Source: an optimization exercise on an open RTL-to-GDS flow (aim: small area). Production flows keep margins and buffers that such runs may drop.
In this exercise RTL edits were held to simulation tests only and were not proved equivalent to the original.
Power is estimated from default activity; no workload was simulated.

==> xenon: inputs <==
## processor
module processor
(
	input wire clk_i,
	input wire rst_i,
	input wire stall_i,
	output wire [31:0] addr_o,
	input wire [31:0] data_i,
	output wire [31:0] data_o,
	output wire [3:0] data_w_o,
	output wire [2:0] data_mode_o,
	input wire [7:0] extio_in,
	output wire [7:0] extio_out
);
	wire stall_cpu; wire mwait_cpu; wire irq_cpu; wire irq_ack_cpu; wire exception_cpu; wire data_b_cpu; wire data_h_cpu; wire data_access_cpu;
	wire [31:0] irq_vector_cpu; wire [31:0] inst_addr_cpu; wire [31:0] inst_in_cpu; wire [31:0] data_addr_cpu; wire [31:0] data_in_cpu; wire [31:0] data_out_cpu;
	wire [3:0] data_w_cpu;
	assign data_mode_o = {data_b_cpu,data_h_cpu,data_access_cpu};
	datapath core
	(
		.clock(clk_i),
		.reset(rst_i),
		.stall(stall_cpu),
		.mwait(mwait_cpu),
		.irq_vector(irq_vector_cpu),
		.irq(irq_cpu),
		.irq_ack(irq_ack_cpu),
		.exception(exception_cpu),
		.inst_addr(inst_addr_cpu),
  ...
==> flow/config.mk <==
export PLATFORM = sky130hd
export DESIGN_NAME = processor
export DESIGN_NICKNAME = processor
export VERILOG_FILES = /design/flow/design.v
export SDC_FILE = /design/flow/constraint.sdc
export NUM_CORES = 4
export LEC_CHECK = 0
export CAP_MARGIN = 20
export CORE_MARGIN = 2
export CORE_UTILIZATION = 40
export SLEW_MARGIN = 20
export SYNTH_HIERARCHICAL = 1
==> flow/constraint.sdc <==
create_clock -name core_clock -period 12.0 [get_ports {clk_i}]
set_input_delay 2.4000 -clock core_clock [delete_from_list [all_inputs] [get_ports {clk_i}]]
set_output_delay 2.4000 -clock core_clock [all_outputs]
set_load 0.01 [all_outputs]
run.sh (not shown) runs the stock make flow with config.mk's settings and CLKGATE_MAP_FILE= SYNTH_SCRIPT=/design/flow/synth_recipe.tcl, a recipe that flattens the netlist after the stock synthesis.
==> quartz: changes against xenon <==
--- a/flow/design.v
+++ b/flow/design.v
@@ -80,43 +80,39 @@
 	output wire data_b,
 	output wire data_h,
 	output wire data_access
 );
 	localparam [3:0] T_NOP = 4'b0000, T_SYS = 4'b0001, T_JAL = 4'b0010, T_JALR = 4'b0011,
 		T_BR = 4'b0100, T_LUI = 4'b0101, T_AUIPC = 4'b0110, T_OPI = 4'b1000, T_OP = 4'b1001,
 		T_LD = 4'b1100, T_ST = 4'b1101;
-	reg [31:0] pc; reg [31:0] pc_last; reg [31:0] pc_last2;
-	wire [31:0] pc_plus4; wire [31:0] pc_next; wire [31:0] branch;
+	reg [31:0] pc; reg [31:0] pc_last; reg [31:0] tgt;
+	wire [31:0] pc_plus4; wire [31:0] pc_next; wire [31:0] imm_d; wire [31:0] tgt_d; wire [31:0] tgt_base;
 	wire [31:0] inst_sw; wire [3:0] itype_dec;
 	reg [3:0] t; reg [31:7] ir;
 	reg stall_reg; reg irq_ack_s_dly; reg bds; reg data_access_s_dly;
 	wire irq_ack_s; wire data_access_s; wire branch_taken; wire jump_taken; wire except; wire kill;
 	wire [31:0] read_data1; wire [31:0] read_data2; wire [31:0] write_data;
 	wire [31:0] alu_src1; wire [31:0] alu_src2; wire [31:0] result; wire [31:0] sum;
-	wire [31:0] imm_i; wire [31:0] imm_s; wire [31:0] imm_sb; wire [31:0] imm_uj; wire [31:0] imm_u;
+	wire [31:0] imm_i; wire [31:0] imm_s;
 	wire [31:0] ld; wire wreg; wire equal; wire less_than;
 	wire [2:0] f3;
 	always @(posedge clock or posedge reset) begin
 		if (reset == 1'b1) begin
 			pc <= {32{1'b0}};
 			pc_last <= {32{1'b0}};
 		end else begin
 			if (stall == 1'b0) begin
 				pc <= pc_next;
 				pc_last <= pc;
 			end
 		end
 	end
-	always @(posedge clock) begin
-		if (stall == 1'b0)
-			pc_last2 <= pc_last;
-	end
 	assign pc_plus4 = {pc[31:2] + 30'd1, pc[1:0]};
 	assign pc_next = irq_ack_s == 1'b1 || except == 1'b1 ? irq_vector :
-		branch_taken == 1'b1 || jump_taken == 1'b1 ? branch :
+		branch_taken == 1'b1 || is_jal == 1'b1 ? tgt : is_jalr == 1'b1 ? sum :
 		data_access_s == 1'b1 ? pc_last : pc_plus4;
 	assign irq_ack_s = irq & ~bds & ~branch_taken & ~jump_taken & ~data_access_s;
 	assign irq_ack = irq_ack_s_dly;
 	assign exception = except;
 	always @(posedge clock or posedge reset) begin
 		if (reset == 1'b1) begin
 			irq_ack_s_dly <= 1'b0;
@@ -147,17 +143,33 @@
 		if (reset == 1'b1) begin
 			t <= T_NOP;
 		end else begin
 			if (stall == 1'b0 && mwait == 1'b0)
 				t <= kill ? T_NOP : itype_dec;
 		end
 	end
+	assign imm_d = inst_sw[2] == 1'b0 ? {{19{inst_sw[31]}}, inst_sw[31], inst_sw[7], inst_sw[30:25], inst_sw[11:8], 1'b0} :
+		inst_sw[3] == 1'b1 ? {{11{inst_sw[31]}}, inst_sw[31], inst_sw[19:12], inst_sw[20], inst_sw[30:21], 1'b0} :
+		{inst_sw[31:12], 12'h000};
+	assign tgt_base = (inst_sw[5] & inst_sw[4] & ~inst_sw[3] & inst_sw[2]) ? 32'h00000000 : pc_last;
+	alu_add target_adder
+	(
+		.a(tgt_base),
+		.b(imm_d),
+		.cin(1'b0),
+		.p(),
+		.g(),
+		.sum(tgt_d),
+		.cout()
+	);
 	always @(posedge clock) begin
-		if (stall == 1'b0 && mwait == 1'b0)
+		if (stall == 1'b0 && mwait == 1'b0) begin
 			ir <= inst_sw[31:7];
+			tgt <= tgt_d;
+		end
 	end
 	wire is_mem = t[3] & t[2];
 	wire is_ld = t == T_LD;
 	wire is_st = t == T_ST;
 	wire is_br = t == T_BR;
 	wire is_jal = t == T_JAL;
 	wire is_jalr = t == T_JALR;
@@ -165,46 +177,43 @@
 	wire is_auipc = t == T_AUIPC;
 	wire is_op = t == T_OP;
 	wire is_alu = t[3] & ~t[2];
 	wire rw = is_jal | is_jalr | is_lui | is_auipc | is_alu | is_ld;
 	assign f3 = ir[14:12];
 	assign imm_i = {{20{ir[31]}}, ir[31:20]};
 	assign imm_s = {{20{ir[31]}}, ir[31:25], ir[11:7]};
-	assign imm_sb = {{19{ir[31]}}, ir[31], ir[7], ir[30:25], ir[11:8], 1'b0};
-	assign imm_uj = {{11{ir[31]}}, ir[31], ir[19:12], ir[20], ir[30:21], 1'b0};
-	assign imm_u = {ir[31:12], 12'h000};
 	reg_bank register_bank
 	(
 		.clock(clock),
 		.read_reg1(ir[18:15]),
 		.read_reg2(ir[23:20]),
 		.write_reg(ir[10:7]),
 		.wreg(wreg),
 		.write_data(write_data),
 		.read_data1(read_data1),
 		.read_data2(read_data2)
 	);
 	assign wreg = rw & ~mwait & ~stall_reg;
-	assign alu_src1 = is_auipc ? pc_last2 : read_data1;
-	assign alu_src2 = (is_op | is_br) ? read_data2 : is_st ? imm_s : (is_lui | is_auipc) ? imm_u : imm_i;
+	assign alu_src1 = read_data1;
+	assign alu_src2 = (is_op | is_br) ? read_data2 : is_st ? imm_s : imm_i;
 	alu alu
 	(
 		.op1(alu_src1),
 		.op2(alu_src2),
 		.sel(is_alu ? f3 : 3'b000),
 		.sub(is_br | (is_alu & f3[2:1] == 2'b01) | (is_op & f3 == 3'b000 & ir[30])),
 		.unsgn(is_br ? f3[1] : f3[0]),
 		.arith(ir[30]),
-		.pass(is_lui),
+		.tgt(tgt),
+		.use_tgt(is_auipc | is_lui),
 		.result(result),
 		.sum(sum),
 		.equal(equal),
 		.less_than(less_than)
 	);
-	assign branch = (is_jalr ? read_data1 : pc_last2) + (is_jal ? imm_uj : is_jalr ? imm_i : imm_sb);
 	assign branch_taken = is_br & (f3[2] ? less_than ^ f3[0] : equal ^ f3[0]);
 	assign except = t == T_SYS;
 	assign jump_taken = is_jal | is_jalr;
 	assign inst_addr = pc;
 	assign data_addr = sum;
 	assign data_b = is_mem & f3[1:0] == 2'b00;
 	assign data_h = is_mem & f3[1:0] == 2'b01;
@@ -324,15 +333,16 @@
 (
 	input wire [31:0] op1,
 	input wire [31:0] op2,
 	input wire [2:0] sel,
 	input wire sub,
 	input wire unsgn,
 	input wire arith,
-	input wire pass,
+	input wire [31:0] tgt,
+	input wire use_tgt,
 	output wire [31:0] result,
 	output wire [31:0] sum,
 	output wire equal,
 	output wire less_than
 );
 	wire [31:0] p; wire [31:0] g; wire [31:0] y;
 	wire cout; wire less;
@@ -354,26 +364,26 @@
 	(
 		.lshift(~sel[2]),
 		.arith(arith),
 		.shift(op2[4:0]),
 		.in(op1),
 		.out(y)
 	);
-	assign s_add = ~pass & sel == 3'b000;
-	assign s_sl = ~pass & sel == 3'b001;
-	assign s_slt = ~pass & sel[2:1] == 2'b01;
-	assign s_xor = ~pass & sel == 3'b100;
-	assign s_sr = ~pass & sel == 3'b101;
-	assign s_or = ~pass & sel == 3'b110;
-	assign s_and = ~pass & sel == 3'b111;
+	assign s_add = ~use_tgt & sel == 3'b000;
+	assign s_sl = sel == 3'b001;
+	assign s_slt = sel[2:1] == 2'b01;
+	assign s_xor = sel == 3'b100;
+	assign s_sr = sel == 3'b101;
+	assign s_or = sel == 3'b110;
+	assign s_and = sel == 3'b111;
 	genvar i;
 	generate
 		for (i = 0; i < 32; i = i + 1) begin : rmux
 			assign result[i] = (s_add & sum[i]) | (s_xor & p[i]) | (s_or & (p[i] | g[i])) | (s_and & g[i]) |
-				(s_sr & y[i]) | (s_sl & y[31 - i]) | (pass & op2[i]) | (i == 0 ? s_slt & less : 1'b0);
+				(s_sr & y[i]) | (s_sl & y[31 - i]) | (use_tgt & tgt[i]) | (i == 0 ? s_slt & less : 1'b0);
 		end
 	endgenerate
 endmodule
 module alu_add
 (
 	input wire [31:0] a,
 	input wire [31:0] b,
@@ -453,28 +463,26 @@
 	reg [31:0] periph_data; reg [31:0] irq_vector_reg; reg [31:0] irq_epc_reg;
 	wire interrupt; reg irq;
 	parameter [2:0] irq_idle = 0, irq_int = 1, irq_req = 2, irq_ackn = 3, irq_done = 4;
 	reg [2:0] pulse_state;
 	reg [2:0] pulse_next_state;
 	wire periph_access; reg periph_access_dly; wire periph_access_we;
 	always @(posedge clock) begin
-		if (periph_access == 1'b1) begin
-			case (data_addr_cpu[7:4])
-			4'b0000 : begin periph_data <= irq_vector_reg; end			 
-			4'b0001 : begin periph_data <= {extio_in,24'h000000}; end		 
-			4'b0010 : begin periph_data <= {irq_mask_reg,24'h000000}; end		 
-			4'b0011 : begin periph_data <= {irq_status_reg,24'h000000}; end		 
-			4'b0100 : begin 							 
-				periph_data <= {irq_epc_reg[7:0],irq_epc_reg[15:8],irq_epc_reg[23:16],irq_epc_reg[31:24]};
-			end
-			4'b1000 : begin periph_data <= {extio_in,24'h000000}; end		 
-			4'b1001 : begin periph_data <= {extio_out_reg,24'h000000}; end		 
-			default : begin periph_data <= data_read_mem; end
-			endcase
+		case (data_addr_cpu[7:4])
+		4'b0000 : begin periph_data <= irq_vector_reg; end			 
+		4'b0001 : begin periph_data <= {extio_in,24'h000000}; end		 
+		4'b0010 : begin periph_data <= {irq_mask_reg,24'h000000}; end		 
+		4'b0011 : begin periph_data <= {irq_status_reg,24'h000000}; end		 
+		4'b0100 : begin 							 
+			periph_data <= {irq_epc_reg[7:0],irq_epc_reg[15:8],irq_epc_reg[23:16],irq_epc_reg[31:24]};
 		end
+		4'b1000 : begin periph_data <= {extio_in,24'h000000}; end		 
+		4'b1001 : begin periph_data <= {extio_out_reg,24'h000000}; end		 
+		default : begin periph_data <= data_read_mem; end
+		endcase
 	end
 	assign inst_in_cpu = data_read_mem;
 	assign data_in_cpu = periph_access_dly == 1'b0 ? data_read_mem : periph_data;
 	always @(posedge clock or posedge reset) begin
 		if (reset == 1'b1) begin
 			irq_vector_reg <= {32{1'b0}};
 			irq_mask_reg <= {8{1'b0}};
==> flow/flow/run.sh (new file) <==
#!/bin/bash
# Own flow: the standard layout (standard.sh) with these changes:
#  - synthesis maps with an area-leaning ABC script (flow/abc_area_relaxed.script)
#    through flow/my_abc_synth.tcl, which is synth_recipe.tcl with the abc call
#    redirected (same registers, flattening and renaming);
#  - every port still gets a buffer, a sky130_fd_sc_hd__buf_1;
#  - clock tree built from clkbuf_8 without dummy loads;
#  - power recovery (downsizing off the critical paths) after global routing.
set -euo pipefail
W=$(pwd)
bash standard.sh finish \
  SYNTH_SCRIPT="$W/flow/my_abc_synth.tcl" \
  "BUFFER_PORTS_ARGS=-buffer_cell sky130_fd_sc_hd__buf_1" \
  "CTS_ARGS=-sink_clustering_enable -repair_clock_nets -buf_list sky130_fd_sc_hd__clkbuf_8 -dont_use_dummy_load" \
  RECOVER_POWER=100 \
  > "$W/standard_flow.log" 2>&1
test -f "$W/out/final.def"
==> flow/flow/abc_area_relaxed.script (new file) <==
&get -n
&st
&dch
&nf -R 1000 -p
&put
topo
stime -c
==> flow/flow/my_abc_synth.tcl (new file) <==
proc synth {args} { yosys synth -nofsm -noshare {*}$args }
# map with an area-leaning ABC script in place of ORFS's speed script
set ::my_abc_script [file join [file dirname [file normalize [info script]]] abc_area_relaxed.script]
proc abc {args} {
  set i [lsearch -exact $args -script]
  if {$i >= 0} { lset args [expr {$i + 1}] $::my_abc_script }
  yosys abc {*}$args
}
source $::env(SCRIPTS_DIR)/synth.tcl
# left out here: clear keep_hierarchy, flatten, clean up, hide names made inside functions, write 1_2_yosys.v
==> flow/standard.sh (new file) <==
#!/bin/bash
# synth_recipe.tcl (not shown) runs the flow's synth.tcl, then flattens the netlist and writes it again
# the make line also repeats each setting of config.mk as NAME=value (left out here)
make -C /OpenROAD-flow-scripts/flow DESIGN_CONFIG=/design/flow/config.mk WORK_HOME=/design/flow/orfs CLKGATE_MAP_FILE= SYNTH_SCRIPT=/design/flow/synth_recipe.tcl "${@:-finish}"
Settings changed: CORE_UTILIZATION 40 to 55.
removed: flow/run.sh
==> amber: changes against xenon <==
--- a/flow/design.v
+++ b/flow/design.v
@@ -80,43 +80,39 @@
 	output wire data_b,
 	output wire data_h,
 	output wire data_access
 );
 	localparam [3:0] T_NOP = 4'b0000, T_SYS = 4'b0001, T_JAL = 4'b0010, T_JALR = 4'b0011,
 		T_BR = 4'b0100, T_LUI = 4'b0101, T_AUIPC = 4'b0110, T_OPI = 4'b1000, T_OP = 4'b1001,
 		T_LD = 4'b1100, T_ST = 4'b1101;
-	reg [31:0] pc; reg [31:0] pc_last; reg [31:0] pc_last2;
-	wire [31:0] pc_plus4; wire [31:0] pc_next; wire [31:0] branch;
+	reg [31:0] pc; reg [31:0] pc_last; reg [31:0] tgt;
+	wire [31:0] pc_plus4; wire [31:0] pc_next; wire [31:0] imm_d; wire [31:0] tgt_d;
 	wire [31:0] inst_sw; wire [3:0] itype_dec;
 	reg [3:0] t; reg [31:7] ir;
 	reg stall_reg; reg irq_ack_s_dly; reg bds; reg data_access_s_dly;
 	wire irq_ack_s; wire data_access_s; wire branch_taken; wire jump_taken; wire except; wire kill;
 	wire [31:0] read_data1; wire [31:0] read_data2; wire [31:0] write_data;
 	wire [31:0] alu_src1; wire [31:0] alu_src2; wire [31:0] result; wire [31:0] sum;
-	wire [31:0] imm_i; wire [31:0] imm_s; wire [31:0] imm_sb; wire [31:0] imm_uj; wire [31:0] imm_u;
+	wire [31:0] imm_i; wire [31:0] imm_s; wire [31:0] imm_u;
 	wire [31:0] ld; wire wreg; wire equal; wire less_than;
 	wire [2:0] f3;
 	always @(posedge clock or posedge reset) begin
 		if (reset == 1'b1) begin
 			pc <= {32{1'b0}};
 			pc_last <= {32{1'b0}};
 		end else begin
 			if (stall == 1'b0) begin
 				pc <= pc_next;
 				pc_last <= pc;
 			end
 		end
 	end
-	always @(posedge clock) begin
-		if (stall == 1'b0)
-			pc_last2 <= pc_last;
-	end
 	assign pc_plus4 = {pc[31:2] + 30'd1, pc[1:0]};
 	assign pc_next = irq_ack_s == 1'b1 || except == 1'b1 ? irq_vector :
-		branch_taken == 1'b1 || jump_taken == 1'b1 ? branch :
+		branch_taken == 1'b1 || is_jal == 1'b1 ? tgt : is_jalr == 1'b1 ? sum :
 		data_access_s == 1'b1 ? pc_last : pc_plus4;
 	assign irq_ack_s = irq & ~bds & ~branch_taken & ~jump_taken & ~data_access_s;
 	assign irq_ack = irq_ack_s_dly;
 	assign exception = except;
 	always @(posedge clock or posedge reset) begin
 		if (reset == 1'b1) begin
 			irq_ack_s_dly <= 1'b0;
@@ -147,17 +143,32 @@
 		if (reset == 1'b1) begin
 			t <= T_NOP;
 		end else begin
 			if (stall == 1'b0 && mwait == 1'b0)
 				t <= kill ? T_NOP : itype_dec;
 		end
 	end
+	assign imm_d = inst_sw[2] == 1'b0 ? {{19{inst_sw[31]}}, inst_sw[31], inst_sw[7], inst_sw[30:25], inst_sw[11:8], 1'b0} :
+		inst_sw[3] == 1'b1 ? {{11{inst_sw[31]}}, inst_sw[31], inst_sw[19:12], inst_sw[20], inst_sw[30:21], 1'b0} :
+		{inst_sw[31:12], 12'h000};
+	alu_add target_adder
+	(
+		.a(pc_last),
+		.b(imm_d),
+		.cin(1'b0),
+		.p(),
+		.g(),
+		.sum(tgt_d),
+		.cout()
+	);
 	always @(posedge clock) begin
-		if (stall == 1'b0 && mwait == 1'b0)
+		if (stall == 1'b0 && mwait == 1'b0) begin
 			ir <= inst_sw[31:7];
+			tgt <= tgt_d;
+		end
 	end
 	wire is_mem = t[3] & t[2];
 	wire is_ld = t == T_LD;
 	wire is_st = t == T_ST;
 	wire is_br = t == T_BR;
 	wire is_jal = t == T_JAL;
 	wire is_jalr = t == T_JALR;
@@ -165,46 +176,45 @@
 	wire is_auipc = t == T_AUIPC;
 	wire is_op = t == T_OP;
 	wire is_alu = t[3] & ~t[2];
 	wire rw = is_jal | is_jalr | is_lui | is_auipc | is_alu | is_ld;
 	assign f3 = ir[14:12];
 	assign imm_i = {{20{ir[31]}}, ir[31:20]};
 	assign imm_s = {{20{ir[31]}}, ir[31:25], ir[11:7]};
-	assign imm_sb = {{19{ir[31]}}, ir[31], ir[7], ir[30:25], ir[11:8], 1'b0};
-	assign imm_uj = {{11{ir[31]}}, ir[31], ir[19:12], ir[20], ir[30:21], 1'b0};
 	assign imm_u = {ir[31:12], 12'h000};
 	reg_bank register_bank
 	(
 		.clock(clock),
 		.read_reg1(ir[18:15]),
 		.read_reg2(ir[23:20]),
 		.write_reg(ir[10:7]),
 		.wreg(wreg),
 		.write_data(write_data),
 		.read_data1(read_data1),
 		.read_data2(read_data2)
 	);
 	assign wreg = rw & ~mwait & ~stall_reg;
-	assign alu_src1 = is_auipc ? pc_last2 : read_data1;
-	assign alu_src2 = (is_op | is_br) ? read_data2 : is_st ? imm_s : (is_lui | is_auipc) ? imm_u : imm_i;
+	assign alu_src1 = read_data1;
+	assign alu_src2 = (is_op | is_br) ? read_data2 : is_st ? imm_s : is_lui ? imm_u : imm_i;
 	alu alu
 	(
 		.op1(alu_src1),
 		.op2(alu_src2),
 		.sel(is_alu ? f3 : 3'b000),
 		.sub(is_br | (is_alu & f3[2:1] == 2'b01) | (is_op & f3 == 3'b000 & ir[30])),
 		.unsgn(is_br ? f3[1] : f3[0]),
 		.arith(ir[30]),
 		.pass(is_lui),
+		.tgt(tgt),
+		.auipc(is_auipc),
 		.result(result),
 		.sum(sum),
 		.equal(equal),
 		.less_than(less_than)
 	);
-	assign branch = (is_jalr ? read_data1 : pc_last2) + (is_jal ? imm_uj : is_jalr ? imm_i : imm_sb);
 	assign branch_taken = is_br & (f3[2] ? less_than ^ f3[0] : equal ^ f3[0]);
 	assign except = t == T_SYS;
 	assign jump_taken = is_jal | is_jalr;
 	assign inst_addr = pc;
 	assign data_addr = sum;
 	assign data_b = is_mem & f3[1:0] == 2'b00;
 	assign data_h = is_mem & f3[1:0] == 2'b01;
@@ -325,14 +335,16 @@
 	input wire [31:0] op1,
 	input wire [31:0] op2,
 	input wire [2:0] sel,
 	input wire sub,
 	input wire unsgn,
 	input wire arith,
 	input wire pass,
+	input wire [31:0] tgt,
+	input wire auipc,
 	output wire [31:0] result,
 	output wire [31:0] sum,
 	output wire equal,
 	output wire less_than
 );
 	wire [31:0] p; wire [31:0] g; wire [31:0] y;
 	wire cout; wire less;
@@ -354,26 +366,26 @@
 	(
 		.lshift(~sel[2]),
 		.arith(arith),
 		.shift(op2[4:0]),
 		.in(op1),
 		.out(y)
 	);
-	assign s_add = ~pass & sel == 3'b000;
+	assign s_add = ~pass & ~auipc & sel == 3'b000;
 	assign s_sl = ~pass & sel == 3'b001;
 	assign s_slt = ~pass & sel[2:1] == 2'b01;
 	assign s_xor = ~pass & sel == 3'b100;
 	assign s_sr = ~pass & sel == 3'b101;
 	assign s_or = ~pass & sel == 3'b110;
 	assign s_and = ~pass & sel == 3'b111;
 	genvar i;
 	generate
 		for (i = 0; i < 32; i = i + 1) begin : rmux
 			assign result[i] = (s_add & sum[i]) | (s_xor & p[i]) | (s_or & (p[i] | g[i])) | (s_and & g[i]) |
-				(s_sr & y[i]) | (s_sl & y[31 - i]) | (pass & op2[i]) | (i == 0 ? s_slt & less : 1'b0);
+				(s_sr & y[i]) | (s_sl & y[31 - i]) | (pass & op2[i]) | (auipc & tgt[i]) | (i == 0 ? s_slt & less : 1'b0);
 		end
 	endgenerate
 endmodule
 module alu_add
 (
 	input wire [31:0] a,
 	input wire [31:0] b,
Settings changed: CTS_BUF_LIST from default to sky130_fd_sc_hd__clkbuf_8.
==> load_flow_metrics.sql <==
INSERT INTO impl_metrics (metric_group, metric, value, unit) VALUES
('pwr', 'clock_net_power', '2.26', 'mW'),
('cells_and_area', 'nonClockInverterCount', '145', ''),
('outcome', 'status', 'finished clean', ''),
('cells_and_area', 'layout_clock_area_frac', '0.0512', ''),
('job', 'maxCapViolations', '0', ''),
('setup_path', 'r2r_end', 'core.register_bank.registers[7][22]$_DFFE_PP_', ''),
('cells_and_area', 'commonest_cells_after_routing_fill_and_taps_aside', 'sky130_fd_sc_hd__edfxtp_1, sky130_fd_sc_hd__a222oi_1, sky130_fd_sc_hd__nand2_1', '');
The numbers above come from amber.

==> load_flow_metrics.sql <==
INSERT INTO impl_metrics (metric_group, metric, value, unit) VALUES
('pwr', 'clock_net_power', '2.67', 'mW'),
('job', 'maxCapViolations', '0', ''),
('sta', 'unrepaired_setup_endpoints_after_global_routing', 'false', ''),
('synthesis', 'netlist.area_leader.share', '0.390', ''),
('cells_and_area', 'nonClockInverterCount', '106', ''),
('setup_path', 'r2r_end', 'core.register_bank.registers[15][19]$_DFFE_PP_', ''),
('worst_hold_path', 'hold_path_end', 'core.pc_last2[23]$_DFFE_PN_', ''),
('outcome', 'status', 'finished clean', ''),
('routing', 'postRouteWirelength', '183', 'mm'),
('synthesis', 'synth-main-ff-cell', 'sky130_fd_sc_hd__edfxtp_1', ''),
('sta', 'max_freq', '92.2', 'MHz'),
('synthesis', 'ys_seq_area_frac', '0.486', '');
The numbers above come from xenon.

==> load_flow_metrics.sql <==
INSERT INTO impl_metrics (metric_group, metric, value, unit) VALUES
('outcome', 'layout_violations', 'max-capacitance violations, max-slew violations', ''),
('job', 'maxCapViolations', '31', ''),
('sta', 'timing.final.max_slew_violations', '1080', ''),
('cells_and_area', 'nonClockInverterCount', '93', ''),
('outcome', 'status', 'failed layout checks', ''),
('pwr', 'clock_net_power', '1.75', 'mW');
The numbers above come from quartz.

[re-timing with driven ports]
The flow's constraints put no driver on any port. The routed layouts listed below were extracted and timed again, unchanged, in two steps. Step 1 (the two cells are an assumption about what drives the block):
set clk [get_ports {clk_i}]
set_driving_cell -lib_cell sky130_fd_sc_hd__clkbuf_16 $clk
set_driving_cell -lib_cell sky130_fd_sc_hd__buf_2 [delete_from_list [all_inputs] $clk]
Step 2 moves the port delays by t, midway between the first and last clock arrival at a register: inputs arrive t later, outputs are due t later. That takes back most of the time a late clock gives input paths. a / b / c = ideal ports / drivers / drivers and shift; a / b = the first two.
run	shift t [ns]	slack for setup (ns)	worst setup path after step 2	latest minus earliest clock arrival (ns)	worst register clock-pin slew, ns
xenon	0.724	1.151 / 1.079 / 1.803	register to output	0.061 / 0.062	0.07 / 0.07
quartz	0.794	0.568 / 0.513 / 0.896	register to register	0.119 / 0.120	0.07 / 0.07
amber	0.845	1.009 / 0.946 / 1.791	register to output	0.046 / 0.046	0.07 / 0.07
